Background: an optimization exercise with open tools, aiming at small area and a short achievable clock period. Do not read the settings as production practice. The RTL was checked by simulation tests, not by an equivalence proof against the original design. No activity file was given, so power comes from the tool's default toggle rates.

// PEarray
module PEarray #(
    parameter integer DATA_WIDTH = 8,
    parameter integer PE_CHANNEL = 8,
    parameter integer PE_DIM = 8
) (
    input clk,
    input rst_n,
    input [2 : 0] mode_ctrl,
    input weight_clr,
    input [DATA_WIDTH * PE_DIM - 1:0] data_in,
    input [DATA_WIDTH * PE_CHANNEL - 1:0] weight_in,
    output [DATA_WIDTH * PE_CHANNEL - 1:0] res_out
);
Size: about 1700 flip-flops, ~200 I/O pins.
Settings: LEC_CHECK=0, CAP_MARGIN=20, CORE_MARGIN=2, CORE_UTILIZATION=55, CTS_BUF_LIST=sky130_fd_sc_hd__clkbuf_8, SETUP_SLACK_MARGIN=3.0, SLEW_MARGIN=20; clock period 8.0 ns.
standard.sh (not shown) runs the stock make flow with config.mk's settings and CLKGATE_MAP_FILE= SYNTH_SCRIPT=/design/flow/synth_recipe.tcl, a recipe that flattens the netlist after the stock synthesis.
==> flow/flow/run.sh <==
#!/bin/bash
# Layout flow: the standard flow (standard.sh, unchanged synthesis and steps), except that
# the port buffers that global placement inserts on every input and output are
# sky130_fd_sc_hd__buf_4 cells instead of the default cell chosen by buffer_ports, so that the
# timing repair can resize them (sky130hd only resizes a cell within its own footprint).
set -euo pipefail
export BUFFER_PORTS_ARGS="-buffer_cell sky130_fd_sc_hd__buf_4"
bash standard.sh finish > standard.log 2>&1
Next try:
==> flow/run.sh (new file) <==
#!/bin/bash
# synth_recipe.tcl (not shown) runs the flow's synth.tcl, then flattens the netlist and writes it again
# the make line also repeats each setting of config.mk as NAME=value (left out here)
make -C /OpenROAD-flow-scripts/flow DESIGN_CONFIG=/design/flow/config.mk WORK_HOME=/design/flow/orfs CLKGATE_MAP_FILE= SYNTH_SCRIPT=/design/flow/synth_recipe.tcl finish
CORE_UTILIZATION = 40   (was 55)
CTS_BUF_LIST = not set   (was sky130_fd_sc_hd__clkbuf_8)
removed: flow/flow/run.sh
removed: flow/standard.sh
The new run completed without violations.
Area after synthesis stays the same.
Routed wire length goes up by about 4%.
Worst setup slack got worse by 0.23 ns.
Register-to-register slack stays flat.
Hold slack gains 0.12 ns.
Sequential share of layout area went down by 1.4 points.
Final cell count increases by 8.1%.
Next try:
==> flow/flow/run.sh (new file) <==
#!/bin/bash
# Layout flow: the standard flow (standard.sh, unchanged synthesis and steps), except that
# the port buffers that global placement inserts on every input and output are
# sky130_fd_sc_hd__buf_4 cells instead of the default cell chosen by buffer_ports, so that the
# timing repair can resize them (sky130hd only resizes a cell within its own footprint).
set -euo pipefail
export BUFFER_PORTS_ARGS="-buffer_cell sky130_fd_sc_hd__buf_4"
bash standard.sh finish > standard.log 2>&1
==> flow/standard.sh (new file) <==
#!/bin/bash
# synth_recipe.tcl (not shown) runs the flow's synth.tcl, then flattens the netlist and writes it again
# the make line also repeats each setting of config.mk as NAME=value (left out here)
make -C /OpenROAD-flow-scripts/flow DESIGN_CONFIG=/design/flow/config.mk WORK_HOME=/design/flow/orfs CLKGATE_MAP_FILE= SYNTH_SCRIPT=/design/flow/synth_recipe.tcl "${@:-finish}"
removed: flow/run.sh
Setup slack improved by 0.099 ns. Power goes down slightly. Final area goes down slightly. Flip-flop and latch count is unchanged. Core utilization goes down by 0.60 points.


PEarray again, from the RTL that the note above started with.
Settings: LEC_CHECK=0, CAP_MARGIN=20, CORE_MARGIN=2, CORE_UTILIZATION=65, SETUP_SLACK_MARGIN=3.0, SLEW_MARGIN=20; clock period 8.0 ns.
==> flow/flow/run.sh <==
#!/bin/bash
# Layout flow: the standard flow (standard.sh, unchanged synthesis and steps), except that
# the port buffers that global placement inserts on every input and output are
# sky130_fd_sc_hd__buf_4 cells instead of the default cell chosen by buffer_ports, so that the
# timing repair can resize them (sky130hd only resizes a cell within its own footprint).
set -euo pipefail
export BUFFER_PORTS_ARGS="-buffer_cell sky130_fd_sc_hd__buf_4"
bash standard.sh finish > standard.log 2>&1
The first run went through all stages and came out clean.
Next try:
--- a/flow/config.mk
+++ b/flow/config.mk
@@ -10 +10 @@
-export CORE_UTILIZATION = 65
+export CORE_UTILIZATION = 55
=>
- The changed run completed with no timing, DRC or antenna violations
- non-clock buffer count climbs by 83
- area after synthesis stays the same
- via count drops by 2.6%
- clock power stays flat
- count of clock-buffer cells in the layout is unchanged

==> afterwards: timing with drivers on the ports <==
In the flow no input, the clock included, has a driving cell. The finished layouts below were timed again as built, in two steps.
Step 1 assumes that a clkbuf_16 drives the clock port and a buf_2 every other input.
Step 2, shift: input delay + t, output delay - t, t = (earliest + latest rising clock arrival at the registers) / 2. This alone moves slack from input paths to output paths.
Three values: ideal, step 1, step 2; two values: the first two.
| run | t, ns | setup WS [ns] | latest minus earliest clock arrival (ns) |
|---|---|---|---|
| the first run of note 1 | 1.193 | 2.934 / 2.224 / 1.031 | 0.055 / 0.056 |
| the second run of note 1 | 1.055 | 2.702 / 2.325 / 1.270 | 0.100 / 0.099 |
| the third run of note 1 | 1.051 | 2.801 / 2.235 / 1.184 | 0.094 / 0.094 |
| the first run of note 2 | 1.008 | 2.783 / 2.148 / 1.140 | 0.048 / 0.048 |
| the second run of note 2 | 1.043 | 2.811 / 2.200 / 1.157 | 0.059 / 0.058 |
After both steps every run listed still meets setup and hold. For the first run of note 1, which loses most, drivers alone change the setup slack by -0.710 ns; drivers and shift together by -1.903 ns.
